From an optimization exercise on the open Yosys and OpenROAD flow, aimed at small area and a short achievable clock period; shortcuts taken in it are not production practice. At most, simulation tests tie the RTL to the original design; equivalence was not proved.

==> v39 <==
Design hybrid_pwm_sd_2ndorder, start of the top module:
module hybrid_pwm_sd_2ndorder #(parameter signalwidth=16)
(
	input clk,
	input reset_n,
	input [signalwidth-1:0] d,
	output q
);
==> flow/config.mk <==
export PLATFORM = sky130hd
export DESIGN_NAME = hybrid_pwm_sd_2ndorder
export DESIGN_NICKNAME = hybrid_pwm_sd_2ndorder
export VERILOG_FILES = /design/flow/design.v
export SDC_FILE = /design/flow/constraint.sdc
export NUM_CORES = 4
export LEC_CHECK = 0
export ABC_AREA = 1
export CAP_MARGIN = 20
export CORE_MARGIN = 2
export CORE_UTILIZATION = 40
export CTS_BUF_LIST = sky130_fd_sc_hd__clkbuf_8
export SLEW_MARGIN = 20
export SYNTH_HIERARCHICAL = 1
==> flow/constraint.sdc <==
create_clock -name core_clock -period 11.0 [get_ports {clk}]
set_input_delay 2.2000 -clock core_clock [delete_from_list [all_inputs] [get_ports {clk}]]
set_output_delay 2.2000 -clock core_clock [all_outputs]
set_load 0.01 [all_outputs]
standard.sh (not shown) runs the stock make flow with config.mk's settings and CLKGATE_MAP_FILE= SYNTH_SCRIPT=/design/flow/synth_recipe.tcl, a recipe that flattens the netlist after the stock synthesis.
==> flow/flow/run.sh <==
#!/bin/bash
# Standard ORFS layout (standard.sh) with these changes:
#  - synthesis is standard.sh's, except that ABC maps the top module with a
#    delay target (flow/synth.tcl, flow/abc_top.script); registers unchanged;
#  - adders are left to ABC instead of full/half-adder cells;
#  - timing repair is asked to leave extra setup margin, so that the layout
#    runs well faster than the clock;
#  - the ports get small buffers.
# make's output goes to flow_make.log; each step's log is under orfs/logs.
set -euo pipefail
export FLOW_FLOW_DIR="$(pwd)/flow"
bash standard.sh "SYNTH_SCRIPT=$FLOW_FLOW_DIR/synth.tcl" ADDER_MAP_FILE= \
  SETUP_SLACK_MARGIN=8.0 "BUFFER_PORTS_ARGS=-buffer_cell sky130_fd_sc_hd__buf_2" \
  finish > flow_make.log 2>&1
==> flow/flow/abc_top.script <==
strash
dch
map -D 2000
topo
stime -c
buffer -c
upsize -c
dnsize -c
==> flow/flow/synth.tcl <==
# synth_recipe.tcl (standard.sh's synthesis script) with one change: ABC maps
# the top module with abc_top.script (the flow's area script, given a delay
# target) and the input-side carry tree (carry16, mux2x) with the flow's own
# script. Registers and names are those of the standard synthesis.
proc synth {args} { yosys synth -nofsm -noshare {*}$args }
proc abc {args} {
  set i [lsearch -exact $args -script]
  set rest $args
  lset rest [expr {$i + 1}] $::env(FLOW_FLOW_DIR)/abc_top.script
  yosys abc {*}$args carry16 mux2x
  yosys abc {*}$rest hybrid_pwm_sd_2ndorder
}
source $::env(SCRIPTS_DIR)/synth.tcl
# left out here: clear keep_hierarchy, flatten, clean up, hide names made inside functions, write 1_2_yosys.v
==> v10: changes against v39 <==
--- a/flow/design.v
+++ b/flow/design.v
@@ -2,21 +2,21 @@
 (
 	input clk,
 	input reset_n,
 	input [signalwidth-1:0] d,
 	output q
 );
 reg [4:0]  pc;        
 reg        q_r;       
+reg        q_o;       
 reg [22:0] w;         
 reg [17:0] p;
 reg [17:0] r;
 reg        m;         
-reg        c16_r;     
 reg [15:0] dreg;      
 reg [6:0]  th;        
 reg [10:0] ep;        
 reg        f31, f0, f1, f2, f3, f5, f7, f8;    
 wire c16;
 carry16 u_c16 (.a(p[15:0]), .b(d), .c(c16));
 wire [17:0] b_oth = ({18{f2}} & {2'b0, dreg})
                   | ({18{f3 | f5}} & ({7'b0, ep} ^ {18{f3}}))
@@ -85,21 +85,20 @@
 wire sa_g28 = sa_g[13] | (sa_p[13] & sa_g20);
 wire sa_p28 = sa_p[13] & sa_p20;
 wire sa_g29 = sa_g[15] | (sa_p[15] & sa_g16);
 wire sa_p29 = sa_p[15] & sa_p16;
 wire sa_g30 = sa_g[17] | (sa_p[17] & sa_g21);
 wire sa_p30 = sa_p[17] & sa_p21;
 assign sum = sa_p ^ {sa_g21, sa_g29, sa_g16, sa_g28, sa_g20, sa_g27, sa_g17, sa_g26, sa_g19, sa_g25, sa_g14, sa_g24, sa_g18, sa_g23, sa_g10, sa_g22, sa_g1, cin};
 wire [4:0] pc_next = pc + 5'd1;
-wire m_new   = r[17] ^ (r[16] & c16_r);
-wire m_eff   = f1 ? m_new : m;
+wire m_eff   = (f1 | f2) ? q_r : m;
 wire q_gen   = th[6] ? m_eff : ({1'b0, pc_next} < th[5:0]);
 wire q_last  = sum[17] ? m : (sum[16:11] != 6'd0);
-wire q_oth   = f31 ? q_last : f0 ? (th[5:1] != 5'd0) : q_gen;
+wire q_oth   = f31 ? q_last : q_gen;
 wire sel_m   = f0 & th[6];
 wire q_c1    = sel_m ? (p[17] ^ p[16]) : q_oth;
 wire q_c0    = sel_m ? p[17] : q_oth;
 wire q_next;
 mux2x u_qsel (.s(c16), .a1(q_c1), .a0(q_c0), .y(q_next));
 wire [22:0] w_next;
 assign wu = {1'b0, w[22:16]} + {7'b0, q_r};
 wire [22:0] wb = {{7{~q_r | wu[7]}}, ~wu[6:0], ~w[15:7]};
@@ -186,48 +185,49 @@
 wire wa_p39 = wa_p[17] & wa_p29;
 wire wa_g40 = wa_g[19] | (wa_p[19] & wa_g25);
 wire wa_p40 = wa_p[19] & wa_p25;
 wire wa_g41 = wa_g[21] | (wa_p[21] & wa_g30);
 wire wa_p41 = wa_p[21] & wa_p30;
 assign w_next = wa_p ^ {wa_g41, wa_g30, wa_g40, wa_g25, wa_g39, wa_g29, wa_g38, wa_g22, wa_g37, wa_g28, wa_g36, wa_g24, wa_g35, wa_g27, wa_g34, wa_g19, wa_g33, wa_g26, wa_g32, wa_g13, wa_g31, wa_g1, wci};
 always @(posedge clk)
 begin
-	c16_r <= c16;
 	if (f0)
 		dreg <= d;
 end
 always @(posedge clk)
 begin
 	if (!reset_n) begin
 		pc   <= 5'd30;
 		q_r  <= 1'b0;
+		q_o  <= 1'b1;
 		w    <= 23'h7f0000;
 		p    <= 18'h2fffd;
 		r    <= 18'h18000;
 		m    <= 1'b1;
 		th   <= 7'd0;
 		ep   <= 11'd0;
 		{f31, f0, f1, f2, f3, f5, f7, f8} <= 8'b00000000;
 	end else begin
 		pc  <= pc_next;
 		q_r <= q_next;
+		q_o <= q_next;
 		w   <= w_next;
 		p   <= r;
 		r   <= sum;
 		{f31, f0, f1, f2, f3, f5, f7, f8} <= {pc == 5'd30, f31, f0, f1, f2, pc == 5'd4, pc == 5'd6, f7};
-		if (f1)
-			m <= m_new;
+		if (f2)
+			m <= sum[17];
 		if (f31)
 			th <= sum[17:11];
 		if (f3)
 			ep <= p[10:0];
 	end
 end
-assign q = q_r;
+assign q = q_o;
 endmodule
 module carry16 (input [15:0] a, input [15:0] b, output c);
 wire [15:0] g0 = a & b;
 wire [15:0] p0 = a | b;
 wire [7:0] g1, p1;
 wire [3:0] g2, p2;
 wire [1:0] g3, p3;
 genvar i;
==> flow/flow/run.sh (replaced) <==
#!/bin/bash
# Layout: the standard ORFS flow (standard.sh) with these changes:
#  - adders are left to ABC instead of being mapped to full/half-adder cells
#    (ADDER_MAP_FILE empty); registers are those of the standard synthesis;
#  - timing repair is asked to leave 8.2 ns of setup margin, so that the
#    layout runs well faster than the 11 ns clock (the SDC is unchanged);
set -euo pipefail
bash standard.sh SETUP_SLACK_MARGIN=8.2 "BUFFER_PORTS_ARGS=-buffer_cell sky130_fd_sc_hd__buf_2" ADDER_MAP_FILE= finish > flow_make.log 2>&1
removed: flow/flow/abc_top.script
removed: flow/flow/synth.tcl
==> v5: changes against v39 <==
--- a/flow/design.v
+++ b/flow/design.v
@@ -2,16 +2,17 @@
 (
 	input clk,
 	input reset_n,
 	input [signalwidth-1:0] d,
 	output q
 );
 reg [4:0]  pc;        
 reg        q_r;       
+reg        q_o;       
 reg [22:0] w;         
 reg [17:0] p;
 reg [17:0] r;
 reg        m;         
 reg        c16_r;     
 reg [15:0] dreg;      
 reg [6:0]  th;        
 reg [10:0] ep;        
@@ -195,39 +196,41 @@
 	if (f0)
 		dreg <= d;
 end
 always @(posedge clk)
 begin
 	if (!reset_n) begin
 		pc   <= 5'd30;
 		q_r  <= 1'b0;
+		q_o  <= 1'b1;
 		w    <= 23'h7f0000;
 		p    <= 18'h2fffd;
 		r    <= 18'h18000;
 		m    <= 1'b1;
 		th   <= 7'd0;
 		ep   <= 11'd0;
 		{f31, f0, f1, f2, f3, f5, f7, f8} <= 8'b00000000;
 	end else begin
 		pc  <= pc_next;
 		q_r <= q_next;
+		q_o <= q_next;
 		w   <= w_next;
 		p   <= r;
 		r   <= sum;
 		{f31, f0, f1, f2, f3, f5, f7, f8} <= {pc == 5'd30, f31, f0, f1, f2, pc == 5'd4, pc == 5'd6, f7};
 		if (f1)
 			m <= m_new;
 		if (f31)
 			th <= sum[17:11];
 		if (f3)
 			ep <= p[10:0];
 	end
 end
-assign q = q_r;
+assign q = q_o;
 endmodule
 module carry16 (input [15:0] a, input [15:0] b, output c);
 wire [15:0] g0 = a & b;
 wire [15:0] p0 = a | b;
 wire [7:0] g1, p1;
 wire [3:0] g2, p2;
 wire [1:0] g3, p3;
 genvar i;
==> flow/flow/run.sh (replaced) <==
#!/bin/bash
# Layout: the standard ORFS flow (standard.sh) with these changes:
#  - adders are left to ABC instead of being mapped to full/half-adder cells
#    (ADDER_MAP_FILE empty); registers are those of the standard synthesis;
#  - timing repair is asked to leave 8.2 ns of setup margin, so that the
#    layout runs well faster than the 11 ns clock (the SDC is unchanged);
set -euo pipefail
bash standard.sh SETUP_SLACK_MARGIN=8.2 "BUFFER_PORTS_ARGS=-buffer_cell sky130_fd_sc_hd__buf_2" ADDER_MAP_FILE= finish > flow_make.log 2>&1
- CORE_UTILIZATION: 40 -> 50
removed: flow/flow/abc_top.script
removed: flow/flow/synth.tcl
==> notes <==
v39 completed without violations. v10 completed with no timing, DRC or antenna violations. v5 completed with no timing, DRC or antenna violations. The highest maximum frequency belongs to v10, the lowest to v39. Setup slack: v10 is better than v5 (0.0082 ns). Count of clock-buffer cells in the layout: v5 > v39 > v10. Final area: v5 > v10 > v39.
No functional check of the RTL was part of v10.

-- separate check: timing with driven ports --
The flow's constraints put no driver on any port. The routed layouts listed below were extracted and timed again, unchanged, in two steps.
Step 1, drivers: a clkbuf_16 drives clk and a buf_2 each remaining input, both assumed.
Step 2 also shifts input and output timing later by t, the mid clock arrival at the registers, as if the neighbouring blocks saw the same clock.
a / b / c = ideal / step 1 / step 2; a / b = the first two.
run | t (ns) | slack for setup (ns) | hold WS [ns] | latest minus earliest clock arrival (ns) | worst register clock-pin slew, ns
v39 | 0.432 | 7.899 / 7.860 / 7.618 | 0.406 / 0.406 / 0.406 | 0.012 / 0.012 | 0.10 / 0.10
v10 | 0.422 | 7.983 / 7.946 / 7.624 | 0.423 / 0.423 / 0.423 | 0.013 / 0.012 | 0.11 / 0.11
v5 | 0.421 | 7.975 / 7.939 / 7.635 | 0.436 / 0.436 / 0.436 | 0.018 / 0.017 | 0.11 / 0.11
After both steps setup and hold are still met in every run listed. The setup slack of v10, which loses most, moves by -0.037 ns with the drivers and by -0.359 ns with both steps.
